Source: an optimization exercise on an open RTL-to-GDS flow (aim: small area and a short achievable clock period). Production flows keep margins and buffers that such runs may drop.
The RTL was checked by simulation tests, not by an equivalence proof against the original design.
No activity file was given, so power comes from the tool's default toggle rates.

## OE_Sort
module OE_Sort #(
    parameter BIT_WIDTH = 8,
    parameter N = 16
    )
(
    input clk,
    input rst,
    input in_valid,
    input [BIT_WIDTH*N-1:0] list,
    output out_valid,
    output [BIT_WIDTH*N-1:0] sorted_list
    );
Size in the first run: about 1200 flip-flops, ~260 I/O pins, about 46000 sq um of cells after synthesis.
clock: 2.5 ns
lec_check: 0
abc_area: 1
cap_margin: 20
core_margin: 2
core_utilization: 65
cts_cluster_diameter: 80
cts_cluster_size: 30
setup_slack_margin: 0.8
slew_margin: 20
run.sh (not shown) runs the stock make flow with config.mk's settings and CLKGATE_MAP_FILE= SYNTH_SCRIPT=/design/flow/synth_recipe.tcl, a recipe that flattens the netlist after the stock synthesis.
Next try:
==> flow/flow/run.sh (new file) <==
#!/bin/bash
# The standard layout (the standard.sh, ORFS from synthesis to finish), except that
# buffer_ports gives every input and output port a sky130_fd_sc_hd__buf_1 instead of the
# delay buffer (clkdlybuf4s50_1) it picks by default. Each ORFS step keeps its own log under
# orfs/logs/; make's full output goes to standard.log here.
set -euo pipefail
export BUFFER_PORTS_ARGS="-buffer_cell sky130_fd_sc_hd__buf_1"
bash standard.sh finish > standard.log 2>&1
==> flow/standard.sh (new file) <==
#!/bin/bash
# synth_recipe.tcl (not shown) runs the flow's synth.tcl, then flattens the netlist and writes it again
# the make line also repeats each setting of config.mk as NAME=value (left out here)
make -C /OpenROAD-flow-scripts/flow DESIGN_CONFIG=/design/flow/config.mk WORK_HOME=/design/flow/orfs CLKGATE_MAP_FILE= SYNTH_SCRIPT=/design/flow/synth_recipe.tcl "${@:-finish}"
--- a/flow/config.mk
+++ b/flow/config.mk
@@ -10,3 +10,3 @@
 export CORE_MARGIN = 2
-export CORE_UTILIZATION = 65
+export CORE_UTILIZATION = 80
 export CTS_CLUSTER_DIAMETER = 80
removed: flow/run.sh
Outcome: Worst setup slack gets worse by 0.043 ns; cell count goes down by 2.3%; routed wire length goes up by 11%; cell area goes down by 2.4%; clock-buffer cell count is unchanged; maximum frequency goes down by 2.5%; clock power goes down by about 0.4%.
Next try:
--- a/flow/config.mk
+++ b/flow/config.mk
@@ -10,3 +10,3 @@
 export CORE_MARGIN = 2
-export CORE_UTILIZATION = 80
+export CORE_UTILIZATION = 65
 export CTS_CLUSTER_DIAMETER = 80
Sequential power decreases by about 1%.
Routed wire length decreases by 11%.
Design area is about the same.
Die area increases by 23%.
Critical path depth decreases by 11.
Synthesized area is unchanged.
Via count decreases by 7.8%.
Global-route usage decreases by 9.9 points.
Worst setup slack gets better by 0.088 ns.
Non-clock buffer count decreases by 22.

---

== v59 ==
OE_Sort, a different RTL version from the one above (not shown whole).
Size in the first run: roughly 1300 flip-flops, about 260 I/O pins, roughly 51000 um^2 of cells after synthesis.
// OE_Sort
module OE_Sort #(
    parameter BIT_WIDTH = 8,
    parameter N = 16
    )
(
    input clk,
    input rst,
    input in_valid,
    input [BIT_WIDTH*N-1:0] list,
    output out_valid,
    output [BIT_WIDTH*N-1:0] sorted_list
    );
reg [9:0] valid_pipe;
always @(posedge clk)
    if (rst) valid_pipe <= 10'b0;
    else valid_pipe <= {valid_pipe[8:0], in_valid};
assign out_valid = valid_pipe[9];
wire lt_0_0_13;
Compare_and_Swap #(.BIT_WIDTH(8)) cmp_0 (.a(list[7:0]), .b(list[111:104]), .a_lt_b(lt_0_0_13));
wire [7:0] x0_0 = lt_0_0_13 ? list[111:104] : list[7:0];
wire [7:0] x0_13 = lt_0_0_13 ? list[7:0] : list[111:104];
wire lt_1_1_12;
Compare_and_Swap #(.BIT_WIDTH(8)) cmp_1 (.a(list[15:8]), .b(list[103:96]), .a_lt_b(lt_1_1_12));
wire [7:0] x1_1 = lt_1_1_12 ? list[103:96] : list[15:8];
wire [7:0] x1_12 = lt_1_1_12 ? list[15:8] : list[103:96];
wire lt_2_2_15;
Compare_and_Swap #(.BIT_WIDTH(8)) cmp_2 (.a(list[23:16]), .b(list[127:120]), .a_lt_b(lt_2_2_15));
wire [7:0] x2_2 = lt_2_2_15 ? list[127:120] : list[23:16];
wire [7:0] x2_15 = lt_2_2_15 ? list[23:16] : list[127:120];
wire lt_3_3_14;
Compare_and_Swap #(.BIT_WIDTH(8)) cmp_3 (.a(list[31:24]), .b(list[119:112]), .a_lt_b(lt_3_3_14));
wire [7:0] x3_3 = lt_3_3_14 ? list[119:112] : list[31:24];
wire [7:0] x3_14 = lt_3_3_14 ? list[31:24] : list[119:112];
wire lt_4_4_8;
Compare_and_Swap #(.BIT_WIDTH(8)) cmp_4 (.a(list[39:32]), .b(list[71:64]), .a_lt_b(lt_4_4_8));
wire [7:0] x4_4 = lt_4_4_8 ? list[71:64] : list[39:32];
wire [7:0] x4_8 = lt_4_4_8 ? list[39:32] : list[71:64];
wire lt_5_5_6;
Compare_and_Swap #(.BIT_WIDTH(8)) cmp_5 (.a(list[47:40]), .b(list[55:48]), .a_lt_b(lt_5_5_6));
wire [7:0] x5_5 = lt_5_5_6 ? list[55:48] : list[47:40];
wire [7:0] x5_6 = lt_5_5_6 ? list[47:40] : list[55:48];
wire lt_6_7_11;
Compare_and_Swap #(.BIT_WIDTH(8)) cmp_6 (.a(list[63:56]), .b(list[95:88]), .a_lt_b(lt_6_7_11));
wire [7:0] x6_7 = lt_6_7_11 ? list[95:88] : list[63:56];
wire [7:0] x6_11 = lt_6_7_11 ? list[63:56] : list[95:88];
wire lt_7_9_10;
Compare_and_Swap #(.BIT_WIDTH(8)) cmp_7 (.a(list[79:72]), .b(list[87:80]), .a_lt_b(lt_7_9_10));
  ...
export LEC_CHECK = 0
export ABC_AREA = 1
export CAP_MARGIN = 20
export CORE_MARGIN = 2
export CORE_UTILIZATION = 55
export SETUP_SLACK_MARGIN = 0.8
export SLEW_MARGIN = 20
create_clock -name core_clock -period 2.5 [get_ports {clk}]
Stock flow here: none of the scripts above is used.
v59 ended with every stage complete and zero timing, DRC or antenna violations.
For v18, these inputs were changed with respect to v59:
- CTS_CLUSTER_SIZE: unset -> 30
- CTS_CLUSTER_DIAMETER: unset -> 80
==> flow/flow/run.sh (new file) <==
#!/bin/bash
# The standard layout (the standard.sh, ORFS from synthesis to finish), except that
# buffer_ports gives every input and output port a sky130_fd_sc_hd__buf_2 instead of the
# delay buffer (clkdlybuf4s50_1) it picks by default. Each ORFS step keeps its own log under
# orfs/logs/; make's full output goes to standard.log here.
set -euo pipefail
export BUFFER_PORTS_ARGS="-buffer_cell sky130_fd_sc_hd__buf_2"
bash standard.sh finish > standard.log 2>&1
==> flow/standard.sh (new file) <==
#!/bin/bash
# synth_recipe.tcl (not shown) runs the flow's synth.tcl, then flattens the netlist and writes it again
# the make line also repeats each setting of config.mk as NAME=value (left out here)
make -C /OpenROAD-flow-scripts/flow DESIGN_CONFIG=/design/flow/config.mk WORK_HOME=/design/flow/orfs CLKGATE_MAP_FILE= SYNTH_SCRIPT=/design/flow/synth_recipe.tcl "${@:-finish}"
removed: flow/run.sh
Results
v18 ends up with higher slew of the pin with the lowest slew margin than v59 does. v59 → v18: global-route wire length before repair essentially unchanged; worst setup slack increased 14 ps.
--- input diff v18..v2 ---
- a deleted SETUP_SLACK_MARGIN that had been 0.8
- a deleted CTS_CLUSTER_DIAMETER that had been 80
- a deleted CTS_CLUSTER_SIZE that had been 30
==> flow/run.sh (new file) <==
#!/bin/bash
# synth_recipe.tcl (not shown) runs the flow's synth.tcl, then flattens the netlist and writes it again
# the make line also repeats each setting of config.mk as NAME=value (left out here)
make -C /OpenROAD-flow-scripts/flow DESIGN_CONFIG=/design/flow/config.mk WORK_HOME=/design/flow/orfs CLKGATE_MAP_FILE= SYNTH_SCRIPT=/design/flow/synth_recipe.tcl finish
removed: flow/flow/run.sh
removed: flow/standard.sh
### Flow results
Comparing v18 and v2, the higher hold slack is on v2. On wire length of the first global-routing pass, v2 tracks v18 almost exactly. Summary of v2 over v18: total wire length neither gained nor lost much, number of non-clock buffers lost 19. Re final design instance area without fill: v2 is 6.2% up on v18. Going from v18 to v2, the number of antenna violations at the first check in global routing was found to have gone up by 1. Summary of v2 over v18: final core area utilization moved up; layout-stage area growth over the synthesis result moved up; post-route total power moved up. Per the comparison of v2 with v18, power share of the combinational group has decreased; post-route non-filler standard cell count rose by 147.

---

Setup of P:
RTL: one of the versions met above, not the one the previous note started from.
For scale: roughly 6100 cells after synthesis, roughly 260 I/O pins, about 46000 µm² of cells after synthesis.
clock: 2.5 ns
lec_check: 0
abc_area: 1
cap_margin: 20
core_margin: 2
core_utilization: 65
cts_cluster_diameter: 80
cts_cluster_size: 30
setup_slack_margin: 0.8
slew_margin: 20
standard.sh (not shown) runs the stock make flow with config.mk's settings and CLKGATE_MAP_FILE= SYNTH_SCRIPT=/design/flow/synth_recipe.tcl, a recipe that flattens the netlist after the stock synthesis.
==> flow/flow/run.sh <==
#!/bin/bash
# The standard layout (the standard.sh, ORFS from synthesis to finish), except that
# buffer_ports gives every input and output port a sky130_fd_sc_hd__buf_2 instead of the
# delay buffer (clkdlybuf4s50_1) it picks by default. Each ORFS step keeps its own log under
# orfs/logs/; make's full output goes to standard.log here.
set -euo pipefail
export BUFFER_PORTS_ARGS="-buffer_cell sky130_fd_sc_hd__buf_2"
bash standard.sh finish > standard.log 2>&1
P: full flow OK, the timing, design-rule and antenna checks passed
Setup changes, P to Q
==> flow/flow/run.sh <==
#!/bin/bash
# The standard layout (the standard.sh, ORFS from synthesis to finish), except that
# buffer_ports gives every input and output port a sky130_fd_sc_hd__buf_1 instead of the
# delay buffer (clkdlybuf4s50_1) it picks by default. Each ORFS step keeps its own log under
# orfs/logs/; make's full output goes to standard.log here.
set -euo pipefail
export BUFFER_PORTS_ARGS="-buffer_cell sky130_fd_sc_hd__buf_1"
bash standard.sh finish > standard.log 2>&1
--- a/flow/config.mk
+++ b/flow/config.mk
@@ -12,4 +12,4 @@
 export CTS_CLUSTER_DIAMETER = 80
 export CTS_CLUSTER_SIZE = 30
-export SETUP_SLACK_MARGIN = 0.8
+export SETUP_SLACK_MARGIN = 1.0
 export SLEW_MARGIN = 20
Notes after the runs:
Q vs P — total stage count of the critical path dropped 5.
P has lower global-route wire length before repair than Q.
The global-route usage of Q exceeds that of P by 0.28 points.
The higher summed area of non-filler cells in the final layout came out of Q.
Going from P to Q, the setup slack was found to have gone up by 63 ps.
Total placed cells including tap cells came out exactly the same in Q and P.
Max wire length across Q and P: Q
--- input diff Q..R ---
--- a/flow/config.mk
+++ b/flow/config.mk
@@ -12,4 +12,4 @@
 export CTS_CLUSTER_DIAMETER = 80
 export CTS_CLUSTER_SIZE = 30
-export SETUP_SLACK_MARGIN = 1.0
+export SETUP_SLACK_MARGIN = 0.85
 export SLEW_MARGIN = 20
Notes after the runs:
- Of R and Q, the higher transition time of the tightest slew-check pin belongs to Q.
- Max part of the power in the clock network across R and Q: R
- Via count of the first global-routing pass was higher in the run labelled Q.
- Maximum frequency in R is 0.0046 GHz lower than in Q
- The higher post-route minimum period of R and Q is in R.
- Comparing R and Q, the higher multi-input combinational gate total was measured on Q.
#### Input delta (S over R)
--- a/flow/config.mk
+++ b/flow/config.mk
@@ -12,4 +12,4 @@
 export CTS_CLUSTER_DIAMETER = 80
 export CTS_CLUSTER_SIZE = 30
-export SETUP_SLACK_MARGIN = 0.85
+export SETUP_SLACK_MARGIN = 0.7
 export SLEW_MARGIN = 20
Findings:
Looking at R and S, the via count of the first global-routing pass is a wash. Relative to R, the combinational group share of total power of S is lower by 1.1 points. Against R, final critical delay including setup and external delays in S came out worse. Diff R -> S | cell leakage power | decrease of about 2.3%.
#### Input delta (T over S)
--- a/flow/config.mk
+++ b/flow/config.mk
@@ -12,4 +12,4 @@
 export CTS_CLUSTER_DIAMETER = 80
 export CTS_CLUSTER_SIZE = 30
-export SETUP_SLACK_MARGIN = 0.7
+export SETUP_SLACK_MARGIN = 0.9
 export SLEW_MARGIN = 20
[summary]
Worst path setup slack after routing on T is ahead of S. Taking S as the reference, in T met2 global-route usage increased 0.45 points; clock-net power level; switching power share of the total moved down; portion of total power attributed to combinational logic +2.1 points; count of placed standard cells in the final layout, fillers left out higher. Sequential power essentially unchanged between S and T. Via count of the routed design, T vs S: up slightly. Core utilization in T is 2.4 points higher than in S.

---

Another version of the RTL of OE_Sort (not shown whole).
Size in the first run: ~6200 cells after synthesis, ~260 I/O pins, roughly 48000 um^2 of cells after synthesis.
Settings: LEC_CHECK=0, ABC_AREA=1, CAP_MARGIN=20, CORE_MARGIN=2, CORE_UTILIZATION=65, CTS_CLUSTER_DIAMETER=80, CTS_CLUSTER_SIZE=30, SETUP_SLACK_MARGIN=0.8, SLEW_MARGIN=20; clock period 2.5 ns.
run.sh (not shown) runs the stock make flow with config.mk's settings and CLKGATE_MAP_FILE= SYNTH_SCRIPT=/design/flow/synth_recipe.tcl, a recipe that flattens the netlist after the stock synthesis.
Stock flow here: none of the scripts above is used.
Rerun with:
==> flow/flow/run.sh (new file) <==
#!/bin/bash
# The standard layout (the standard.sh, ORFS from synthesis to finish), except that
# buffer_ports gives every input and output port a sky130_fd_sc_hd__buf_2 instead of the
# delay buffer (clkdlybuf4s50_1) it picks by default. Each ORFS step keeps its own log under
# orfs/logs/; make's full output goes to standard.log here.
set -euo pipefail
export BUFFER_PORTS_ARGS="-buffer_cell sky130_fd_sc_hd__buf_2"
bash standard.sh finish > standard.log 2>&1
==> flow/standard.sh (new file) <==
#!/bin/bash
# synth_recipe.tcl (not shown) runs the flow's synth.tcl, then flattens the netlist and writes it again
# the make line also repeats each setting of config.mk as NAME=value (left out here)
make -C /OpenROAD-flow-scripts/flow DESIGN_CONFIG=/design/flow/config.mk WORK_HOME=/design/flow/orfs CLKGATE_MAP_FILE= SYNTH_SCRIPT=/design/flow/synth_recipe.tcl "${@:-finish}"
Settings changed: CORE_UTILIZATION 65 to 55.
removed: flow/run.sh
- power increases slightly
- routed wire length increases slightly
- setup slack improved by 34 ps
- die area went up by about a fifth

==> what the ideal ports hide <==
The results above use ideal ports. As a check the final layouts listed here were re-extracted and re-timed, cells and wires unchanged.
Step 1: set_driving_cell puts a clkbuf_16 on clk and a buf_2 on each other input, an assumption about the parent block.
Step 2 times the ports against the registers' clock, not the clock port: input delays grow and output delays shrink by t, the midpoint of the rising clock arrivals with the driver on.
a / b / c = ideal / step 1 / step 2; a / b = the first two.
| run | t, ns | setup WS [ns] | hold slack, ns | slew at the worst register clock pin (ns) | worst slew at a driven data input, ns |
|---|---|---|---|---|---|
| the first run of note 1 | 0.699 | 0.820 / 0.770 / 0.280 | 0.330 / 0.330 / 0.330 | 0.11 / 0.11 | 0.06 |
| the second run of note 1 | 0.696 | 0.777 / 0.768 / 0.490 | 0.036 / -0.009 / 0.333 | 0.12 / 0.12 | 0.06 |
| the third run of note 1 | 0.706 | 0.865 / 0.796 / 0.495 | 0.044 / 0.007 / 0.321 | 0.11 / 0.11 | 0.05 |
| v59 | 0.796 | 0.832 / 0.759 / 0.323 | 0.295 / 0.243 / 0.306 | 0.07 / 0.07 | 0.07 |
| v18 | 0.753 | 0.845 / 0.771 / 0.219 | 0.045 / -0.006 / 0.328 | 0.11 / 0.11 | 0.06 |
| v2 | 0.798 | 0.404 / 0.331 / 0.324 | 0.293 / 0.242 / 0.306 | 0.07 / 0.07 | 0.07 |
| P | 0.697 | 0.823 / 0.823 / 0.550 | 0.072 / 0.029 / 0.330 | 0.11 / 0.11 | 0.05 |
| Q | 0.710 | 0.885 / 0.814 / 0.490 | 0.042 / 0.003 / 0.315 | 0.11 / 0.11 | 0.05 |
| R | 0.708 | 0.873 / 0.817 / 0.490 | 0.039 / 0.002 / 0.322 | 0.11 / 0.11 | 0.05 |
| S | 0.706 | 0.803 / 0.795 / 0.498 | 0.044 / 0.006 / 0.321 | 0.11 / 0.11 | 0.05 |
| T | 0.706 | 0.887 / 0.818 / 0.496 | 0.043 / 0.008 / 0.316 | 0.11 / 0.11 | 0.05 |
| the first run of note 4 | 0.710 | 0.819 / 0.810 / 0.294 | 0.316 / 0.316 / 0.316 | 0.11 / 0.11 | 0.09 |
| the second run of note 4 | 0.711 | 0.853 / 0.784 / 0.567 | 0.048 / 0.000 / 0.332 | 0.11 / 0.11 | 0.07 |
After both steps every run listed still meets setup and hold. The setup slack of v18, which loses most, moves by -0.074 ns with the drivers and by -0.626 ns with both steps.
